From an optimization exercise on the open Yosys and OpenROAD flow, aimed at small area and a short achievable clock period; shortcuts taken in it are not production practice. Only simulation tests tie the RTL to the original design; equivalence was not proved.

## flow/design.v (module list and top-level ports; edited modules follow where they fit)
// module atan_poly: 709 lines
// module sqrt_lut: 2222 lines
// module cal_abs_angle: 192 lines
// module divstep_fast: 10 lines
// module divstep_slow: 19 lines
module cal_abs_angle(
    input           clk     ,
    input [7:0]     real_i  ,
    input [7:0]     imag_i  ,
    input           val_i   ,
    output [7:0]    abs_o   ,
    output [15:0]   angle_o ,
    output          val_o
    );
  // ...
==> flow/flow/run.sh <==
#!/bin/bash
# Own layout flow: the standard flow (standard.sh) with two changes:
#  - synthesis is synth_recipe.tcl's, but ABC maps the logic with the
#    area-oriented flow/abc_area.script instead of ORFS's speed script
#    (same registers: ABC only maps the combinational logic), and without
#    the extraction of adder cells before ABC;
#  - the port buffers that buffer_ports inserts are sky130_fd_sc_hd__buf_2.
# Each step's output goes to a log file of its own in the work folder.
set -euo pipefail
W=$PWD
export OWN_ABC_SCRIPT=$W/flow/abc_area.script
sed "s#SYNTH_SCRIPT=[^ ]*#SYNTH_SCRIPT=$W/flow/synth.tcl#" standard.sh > "$W/own_synth.sh"
bash "$W/own_synth.sh" synth > "$W/flow_synth.log" 2>&1
export BUFFER_PORTS_ARGS="-buffer_cell sky130_fd_sc_hd__buf_2"
bash standard.sh > "$W/flow_layout.log" 2>&1
==> flow/flow/abc_area.script <==
strash
&get -n
&dch -f
&nf -R 1000
&put
topo
stime -c
==> flow/flow/synth.tcl <==
# synth_recipe.tcl (the standard synthesis), except that ABC maps the logic with
# flow/abc_area.script instead of ORFS's speed script, and that adders are not
# first extracted into half/full-adder cells (ABC maps that logic with the rest).
# Neither touches the registers, which come from the same passes as in the
# standard synthesis.
proc synth {args} { yosys synth -nofsm -noshare {*}$args }
proc abc {args} {
  set i [lsearch -exact $args -script]
  if {$i >= 0} { lset args [expr {$i + 1}] $::env(OWN_ABC_SCRIPT) }
  yosys abc {*}$args
}
proc extract_fa {args} { puts "extract_fa skipped by the own flow" }
source $::env(SCRIPTS_DIR)/synth.tcl
# left out here: clear keep_hierarchy, flatten, clean up, hide names made inside functions, write 1_2_yosys.v
==> flow/standard.sh <==
#!/bin/bash
# synth_recipe.tcl (not shown) runs the flow's synth.tcl, then flattens the netlist and writes it again
# the make line also repeats each setting of config.mk as NAME=value (left out here)
make -C /OpenROAD-flow-scripts/flow DESIGN_CONFIG=/design/flow/config.mk WORK_HOME=/design/flow/orfs CLKGATE_MAP_FILE= SYNTH_SCRIPT=/design/flow/synth_recipe.tcl "${@:-finish}"
==> flow/config.mk <==
export PLATFORM = sky130hd
export DESIGN_NAME = cal_abs_angle
export DESIGN_NICKNAME = cal_abs_angle
export VERILOG_FILES = /design/flow/design.v
export SDC_FILE = /design/flow/constraint.sdc
export NUM_CORES = 4
export LEC_CHECK = 0
export CAP_MARGIN = 20
export CORE_MARGIN = 2
export CORE_UTILIZATION = 55
export CTS_BUF_LIST = sky130_fd_sc_hd__clkbuf_8
export SLEW_MARGIN = 20
export SYNTH_MEMORY_MAX_BITS = 262144
==> flow/constraint.sdc <==
create_clock -name core_clock -period 28.0 [get_ports {clk}]
set_input_delay 5.6000 -clock core_clock [delete_from_list [all_inputs] [get_ports {clk}]]
set_output_delay 5.6000 -clock core_clock [all_outputs]
set_load 0.01 [all_outputs]
==> metrics.md, run 1 <==
| Metric | Value |
|---|---|
| Critical path depth in cells | `1` |
| Setup crit start | `ang7[13]` |
| CTS max path bufs | `2` |
| Hold_ws | `312 ps` |
| Die Span Y | `about 150 um` |
| Slew Limit Fails | `0` |
| Non-clk buf share | `3.60%` |
| Adder-Cell Fraction of Synth Area | `~1.7%` |
| IO buf count | `between 40 and 50` |
| M1 wire length | `roughly 17 mm` |
| Run status | `finished clean` |
| R2R Path End | `q6[0]` |
| GR peak layer | `met2` |
| Synth area leader | `dfxtp_1` |
| Root Buffer | `clkbuf_8` |
| Wire per inst | `between 20 and 25 um` |
| FFs & Latches | `180` |
| Most common cell after layout, fill and taps aside | `nand2_1` |
| Synth Area in Compound Gates | `about 28%` |
| Post-Place Worst Slack | `between 20000 and 25000 ps` |
| DRC | `0` |
| Tap cells | `about 290` |
| CP endpoint | `angle_o[13]` |
| WP data arrival | `between 900 and 1000 ps` |
| Slew headroom | `between 20% and 30%` |
| Hold crit path type | `reg2reg` |
| GRT met3 Usage | `around 12%` |
| Comb_multi_in | `1549` |
| Post-Syn Area | `~13000 um^2` |
| Delay-heaviest family, CP | `flip-flops` |
| Antenna cell count | `0` |
| Met3 WL | `around 6.5 mm` |
| Fin. Hold Viols | `0` |
| DRT antenna net count | `0` |
| Proportion of synthesized area in mux cells | `less than 1%` |
| Post-synthesis sequential area ratio | `28.8%` |
| Final setup margin | `21470 ps` |
| Hpwl dp | `33.8 mm` |
| Met2 WL post-DR | `around 20 mm` |
==> run 2: changes to the inputs <==
--- a/flow/config.mk
+++ b/flow/config.mk
@@ -9,4 +9,3 @@
 export CORE_MARGIN = 2
-export CORE_UTILIZATION = 55
-export CTS_BUF_LIST = sky130_fd_sc_hd__clkbuf_8
+export CORE_UTILIZATION = 40
 export SLEW_MARGIN = 20
==> run 2 against run 1 <==
Critical path depth did not move. Maximum frequency rose by 0.80%. Die area rose by 36%. Largest cell class unchanged. Worst setup slack improved by 52 ps. Non-clock buffer count rose by 4. Sequential share of layout area fell by 0.68 points. Sequential cell count did not move. Via count fell by 2.7%. Synthesized area did not move.
==> metrics.md, run 2 <==
| Metric | Value |
|---|---|
| Run status | `finished clean` |
| First-pass GRT wire length | `between 70 and 80 mm` |
| Met1 Usage GRT | `between 30% and 40%` |
| Setup crit start | `ang7[14]` |
| Top-count cell post-synth | `nand2_1` |
| Layout Nets | `between 1500 and 2000` |
| Total CTS buffers | `17` |
| IO buf count | `42 (unchanged)` |
| Max cap viols | `0` |
| Hold Crit Depth | `0` |
| Proportion of synthesized area in mux cells | `0.320% (unchanged)` |
| I/O pin count | `43` |
| Unrepaired setup endpoints after global routing | `no` |
| Worst Hold Launch | `cs4[2]` |
| DR vias | `between 10000 and 15000` |
| CTS tree | `done` |
| Setup TNS | `0 ps` |
| CP peak stage delay | `roughly 310 ps` |
| Reg2reg setup slack | `between 20000 and 25000 ps` |
| GR peak layer | `met2` |
| Vias per cell | `6.29` |
| CTS max path bufs | `2 (unchanged)` |
| Antenna cell count | `0 (unchanged)` |
| WP data arrival | `880 ps (-50 ps)` |
| Syn Nets | `~1800` |
| Core area | `between 30000 and 40000 um^2` |
| Post-CTS Setup Inserts | `0` |
| Top-area cell type share of the netlist area | `slightly below 30%` |
| Hold crit path type | `reg2reg` |
| Synth area leader | `dfxtp_1` |
| Total die area | `~33000 um^2` |
| Die Span Y | `181 um (+17%)` |
| Fin crit period | `~6500 ps` |
| Hpwl dp | `35.9 mm (+6.4%)` |
| Yosys reg bits | `180` |
| Critical path fanouts, max | `1` |
| Fin. Hold Viols | `0 (unchanged)` |
| Hold endpoint | `cs5[2]` |
| Clock Latency Late Sink | `roughly 440 ps` |
| Critical Path RT | `22400 ps` |
| Adder-Cell Fraction of Synth Area | `1.68% (unchanged)` |
| Initial antenna violation count | `0` |
| Max Freq | `approximately 150 MHz` |
| Reg with most FFs | `ang7` |
| Clk slew on worst S/H paths | `70 ps` |
| Synth Area in Simple Gates | `28.0%` |
| CP max stage cell | `dfxtp_1` |
| DR iter-0 viols | `about 1800` |
| Period utilization | `a little under a quarter` |
| Grt met2 use | `between 40 and 50%` |
| Wire per inst | `21.8 um (+0.85%)` |
| Root Buffer | `clkbuf_16` |
| Worst Setup End Kind | `output port` |
| Post-Route WL | `roughly 50 mm` |
| Synth Area in Compound Gates | `27.8% (unchanged)` |
| Most common cell after layout, fill and taps aside | `nand2_1` |
| Post-Syn Area | `12500 um^2 (unchanged)` |
| Reg2Reg Depth | `21` |
| # setup viols final | `0` |
| Slew Limit Fails | `0 (unchanged)` |
| Final core occ | `a little under half` |
| Startpoint Class | `register` |
| H-tree Lvls | `4` |
| Post-synth top flop | `dfxtp_1` |
| Delay-heaviest family, CP | `flip-flops` |
| GRT met3 Usage | `8.73% (-3.7 points)` |
| Vias in the first global route | `13700` |
| Worst R2R Start | `q6[0]` |
| Dominant cells by area after synthesis | `dfxtp_1 29%, nand2_1 8.7%, xnor2_1 8.3%` |
| Cell Chain, Critical Path | `buf_2` |
| Number of flip-flops in the largest register | `16` |
| Post-synth cell types | `57` |
| Most frequent cells in the layout | `291 x nand2_1, 222 x nor2_1, 179 x a21oi_1, 179 x dfxtp_1, 156 x o21ai_0` |
| Fill count | `about 3200` |
| Fraction of final layout cells sized beyond drive strength 1 | `about 6.2%` |
| Crit Path Class | `reg2out` |
| Post-synthesis sequential area ratio | `28.8% (unchanged)` |
| Synth Area in XOR/XNOR | `a little under an eighth` |
| Syn. warnings | `1` |
| Synthesized area per cell | `7.05 um^2` |
| Largest net degree at the start of global routing | `55` |
| Post-synth EDFFs | `0` |
| Most frequent cells after synthesis | `291 x nand2_1, 224 x nor2_1, 180 x dfxtp_1` |
| Worst-Margin Slew | `approximately 1100 ps` |
| DRT antenna net count | `0 (unchanged)` |
| Main combinational cell family by area after synthesis | `simple AND/OR/NAND/NOR gates` |
| Final Skew | `slightly below 9 ps` |
| Pre-antenna DRT Iters | `6` |
| Hold buffer count at CTS | `0` |
| Total clock sinks | `180` |
| Gr usage total | `between 30% and 40%` |
| Row Count | `64` |
| Routability cong. | `a little over 1` |
| Slew headroom | `26.1% (-0.84 points)` |
| CP bufs+invs | `1` |
| Cts repair resizes | `0` |
| GR Overflow Total | `0` |
| Area grow syn2layout | `13.1%` |
| Initial Util | `between 40% and 50%` |
| R2R Path End | `ang7[12]` |
| Ys async rst share | `0%` |
| DRC | `0 (unchanged)` |
| Largest registers | `ang7: 16 flops, s3: 15 flops` |
| Syn Inst Count | `roughly 1800` |
| Die Wd | `around 180 um` |
==> run 2: cell counts after synthesis <==
Identical to the previous run, type by type.
==> run 2: cells by family after synthesis <==
group,count (synthesis)
other,1
buffers and inverters,46
DFF,180
xor gates and xnor gates,171
and+or+nand+nor,784
AOI/OAI and AO/OA,568
adders and majority gates,21
muxes,4
==> run 2: how the worst max path moves through the flow <==
| stage | to | slack (ps) | cells after the start |
|---|---|---|---|
| final | angle_o[14] | 21520 | 1 |
| after global routing | angle_o[11] | 21470 | 1 |
| after CTS | angle_o[14] | 21500 | 1 |
| after detailed placement | angle_o[14] | 21990 | 1 |
| after global placement | angle_o[15] | 22000 | 1 |
| after floorplan | abs_o[0] | 22070 | 0 |
==> run 2: layout make-up <==
type	instances	area [um^2]	share of cell area [%]
Clock inverter	13	174	1.23
Sequential cell	180	3600	25.5
Timing Repair Buffer	84	526	3.71
Inverter	46	173	1.22
Multi-Input combinational cell	1549	8740	61.8
Tap cell	396	495	3.50
Clock buffer	18	439	3.10
==> run 2: routing by layer <==
metal | wire length [um] | vias up
met2 | 21400 | 845
met4 | 2910 | 0
met5 | 0 | -
met1 | 20300 | 6650
li1 | - | 6650
met3 | 5290 | 232
==> run 2: through the flow <==
step	cells	hold slack (ps)	setup WS [ps]	area (um^2)
detailed placement	2255	312	21990	13500
global placement	2255	310	22000	13500
CTS	2286	323	21500	14100
floorplan	1775	310	22070	12500
finish	2286	323	21520	14100
global route	2286	323	21470	14100
==> run 3: changes to the inputs <==
--- a/flow/flow/run.sh
+++ b/flow/flow/run.sh
@@ -4,4 +4,4 @@
 #    area-oriented flow/abc_area.script instead of ORFS's speed script
-#    (same registers: ABC only maps the combinational logic), and without
-#    the extraction of adder cells before ABC;
+#    (same registers: ABC only maps the combinational logic), and with full
+#    adder cells extracted only in the sum-of-squares tree (flow/synth.tcl);
 #  - the port buffers that buffer_ports inserts are sky130_fd_sc_hd__buf_2.
--- a/flow/flow/synth.tcl
+++ b/flow/flow/synth.tcl
@@ -1,4 +1,5 @@
 # synth_recipe.tcl (the standard synthesis), except that ABC maps the logic with
-# flow/abc_area.script instead of ORFS's speed script, and that adders are not
-# first extracted into half/full-adder cells (ABC maps that logic with the rest).
+# flow/abc_area.script instead of ORFS's speed script, and that half/full-adder
+# cells are extracted only as full adders and only in the logic that feeds the
+# sum-of-squares registers s3 (the carry-save tree); ABC maps the rest.
 # Neither touches the registers, which come from the same passes as in the
@@ -11,3 +12,3 @@
 }
-proc extract_fa {args} { puts "extract_fa skipped by the own flow" }
+proc extract_fa {args} { yosys extract_fa -fa {*}$args c:s3* %ci* }
 source $::env(SCRIPTS_DIR)/synth.tcl
--- a/flow/config.mk
+++ b/flow/config.mk
@@ -10,2 +10,3 @@
 export CORE_UTILIZATION = 40
+export CTS_BUF_LIST = sky130_fd_sc_hd__clkbuf_8
 export SLEW_MARGIN = 20
==> run 3 against run 2 <==
Final area is 1.9% lower. Highest routed layer is now met5. Synthesized area is 0.44% lower. Sequential cell count stayed put.
==> metrics.md, run 3 <==
| Metric | Value |
|---|---|
| Vias per cell | `6.25 (-0.63%)` |
| # setup viols final | `0 (unchanged)` |
| CP peak stage delay | `330 ps (+20 ps)` |
| Fin crit period | `6540 ps (+67.1 ps)` |
| Syn. warnings | `1 (unchanged)` |
| Fraction of final layout cells sized beyond drive strength 1 | `6.29% (+0.051 points)` |
| Total die area | `32600 um^2 (-0.43%)` |
| H-tree Lvls | `4 (unchanged)` |
| Reg2Reg Depth | `23 (+9.5%)` |
| Gr usage total | `29.6% (-0.64 points)` |
| Most common cell after layout, fill and taps aside | `nand2_1` |
| DR vias | `13800 (-4.0%)` |
| Hold crit path type | `reg2reg` |
| Startpoint Class | `register` |
| Largest net degree at the start of global routing | `57 (+3.6%)` |
| Post-CTS Setup Inserts | `0 (unchanged)` |
| Root Buffer | `clkbuf_8` |
| Largest registers | `ang7: 16 flops, s3: 15 flops` |
| WP data arrival | `940 ps (+60 ps)` |
| Post-Place Worst Slack | `21970 ps (-12.9 ps)` |
| I/O pin count | `43 (unchanged)` |
| Total clock sinks | `180 (unchanged)` |
| Post-synth cell types | `58 (+1.8%)` |
| Post-Syn Area | `12500 um^2 (-0.44%)` |
| Row Count | `64 (unchanged)` |
| Hold buffer count at CTS | `0 (unchanged)` |
| Placed Area | `13400 um^2 (-0.64%)` |
| Syn Nets | `1741 (-2.9%)` |
| Hpwl dp | `35.7 mm (-0.77%)` |
| Pre-antenna DRT Iters | `8 (+2)` |
| Most frequent cells in the layout | `234 x nand2_1, 224 x nor2_1, 178 x dfxtp_1` |
| Final core occ | `45.4% (-0.75 points)` |
| Unrepaired setup endpoints after global routing | `no` |
| CTS max path bufs | `2 (unchanged)` |
| Clk slew on worst S/H paths | `110 ps (+40 ps)` |
| Setup TNS | `0 ps (unchanged)` |
| Layout Nets | `1840 (-3.0%)` |
| Cell Chain, Critical Path | `buf_2` |
| CP bufs+invs | `1 (unchanged)` |
| Routability cong. | `1.02 (+0.36%)` |
| Post-Route WL | `48.9 mm (-1.9%)` |
| Max Freq | `153 MHz (-1.0%)` |
| Fin. Hold Viols | `0 (unchanged)` |
| Post-synthesis sequential area ratio | `28.9% (+0.13 points)` |
| CTS tree | `done` |
| Period utilization | `23.4% (+0.24 points)` |
| Final setup margin | `21460 ps (-67.1 ps)` |
| Synthesized area per cell | `7.33 um^2 (+4.0%)` |
| Critical Path RT | `22400 ps (about the same)` |
| Die Span Y | `180 um (-0.22%)` |
| Crit Path Class | `reg2out` |
| Post-synth EDFFs | `0 (unchanged)` |
| Critical path depth in cells | `1 (unchanged)` |
| Critical path fanouts, max | `1 (unchanged)` |
| CP max stage cell | `dfxtp_1` |
| DRT antenna net count | `0 (unchanged)` |
| Dominant cells by area after synthesis | `dfxtp_1 29%, xnor2_1 7.5%, nand2_1 7.1%` |
| Post-synth top flop | `dfxtp_1` |
| IO buf count | `42 (unchanged)` |
| Initial antenna violation count | `1 (+1)` |
| GR Overflow Total | `0 (unchanged)` |
| Design area | `13900 um^2 (-1.9%)` |
| Number of flip-flops in the largest register | `16 (unchanged)` |
| Worst Hold Launch | `abs5[4]` |
| Core area | `30600 um^2 (-0.26%)` |
| Delay-heaviest family, CP | `flip-flops` |
| Wire per inst | `22.2 um (+1.5%)` |
| Synth area leader | `dfxtp_1` |
| Syn Inst Count | `1699 (-4.3%)` |
| Reg2reg setup slack | `22220 ps (-70 ps)` |
| Slew Limit Fails | `0 (unchanged)` |
| Vias in the first global route | `12800 (-6.6%)` |
| Worst-Margin Slew | `1140 ps (+44.3 ps)` |
| Cts repair resizes | `0 (unchanged)` |
| Most frequent cells after synthesis | `234 x nand2_1, 224 x nor2_1, 180 x dfxtp_1` |
| Worst Setup End Kind | `output port` |
| Hold Crit Depth | `0 (unchanged)` |
| Total CTS buffers | `17 (unchanged)` |
| Run status | `finished clean` |
| Slew headroom | `23.5% (-2.6 points)` |
| Die Wd | `180 um (-0.22%)` |
| Top-count cell post-synth | `nand2_1` |
| Final Skew | `21.7 ps (+13.0 ps)` |
| Yosys reg bits | `180 (unchanged)` |
| Hold endpoint | `abs6[4]` |
| Reg with most FFs | `ang7` |
| Initial Util | `40.7% (-0.073 points)` |
| Clock Latency Late Sink | `500 ps (+60 ps)` |
| Max cap viols | `0 (unchanged)` |
| Worst R2R Start | `im2[0]` |
| First-pass GRT wire length | `75.5 mm (-2.8%)` |
| Ys async rst share | `0% (unchanged)` |
| Area grow syn2layout | `11.5%` |
| DRC | `0 (unchanged)` |
| Top-area cell type share of the netlist area | `28.9% (+0.13 points)` |
| R2R Path End | `s3[14]` |
| DR iter-0 viols | `2066 (+15%)` |
run 3: worst max-delay path by stage:
stage / slack (ps) / endpoint / startpoint
2_1_floorplan: 22070 / abs_o[0] / abs7[0]
3_3_place_gp: 22000 / abs_o[4] / abs7[4]
3_5_place_dp: 21970 / abs_o[7] / abs7[7]
4_1_cts: 21390 / abs_o[7] / abs7[7]
5_1_grt: 21380 / val_o / val_r[7]
6_report: 21460 / abs_o[1] / abs7[1]
run 3: per-layer routing:
layer | vias to the layer above | share of wire [%] | track usage [%]
li1 | 6387 | - | -
met1 | 6352 | 43 | 41.4
met2 | 904 | 40 | 41.6
met3 | 152 | 13 | 9.80
met4 | 4 | 3.6 | 11.8
met5 | - | 0.14 | 1.19
run 3: area by class of cell:
cell class	instances	area (um^2)
Fill cell	3165	16700
Multi-Input combinational cell	1462	8640
Sequential cell	180	3610
Timing Repair Buffer	80	495
Tap cell	396	495
Clock buffer	17	234
Inverter	57	214
Clock inverter	15	198
Antenna cell	1	2.50
run 3: kinds of logic after synthesis:
kind of cell	synth area share, %
and+or+nand+nor	24.9
DFF	28.9
adders and majority gates	4.90
muxes	0.161
AOI/OAI and AO/OA	28.8
buffers and inverters	1.72
xor gates and xnor gates	10.5
other	0.0301
run 3: through the flow:
step                cells  hold slack [ps]
CTS                  2207              335
finish               2208              334
global placement     2175              310
floorplan            1699              310
detailed placement   2175              312
global route         2207              339

-- static timing again, ports no longer ideal --
How much do the figures lean on ideal ports? The routed layouts below were timed once more, with nothing changed but the port constraints.
Step 1 (the two cells are an assumption about what drives the block):
set clk [get_ports {clk}]
set_driving_cell -lib_cell sky130_fd_sc_hd__clkbuf_16 $clk
set_driving_cell -lib_cell sky130_fd_sc_hd__buf_2 [delete_from_list [all_inputs] $clk]
Step 2 also shifts input and output timing later by t, the mid clock arrival at the registers, as if the neighbouring blocks saw the same clock.
a / b / c = ideal ports / drivers / drivers and shift; a / b = the first two.
| run | t, ns | setup WS [ns] | worst setup path after step 2 | latest minus earliest clock arrival (ns) | pins driven straight from the clock port |
|---|---|---|---|---|---|
| run 1 | 0.502 | 21.471 / 21.423 / 21.925 | register to output | 0.035 / 0.034 | 1 |
| run 2 | 0.492 | 21.523 / 21.468 / 21.961 | register to output | 0.009 / 0.009 | 1 |
| run 3 | 0.540 | 21.456 / 21.410 / 21.949 | register to output | 0.022 / 0.021 | 1 |
After both steps every run listed still meets setup and hold.
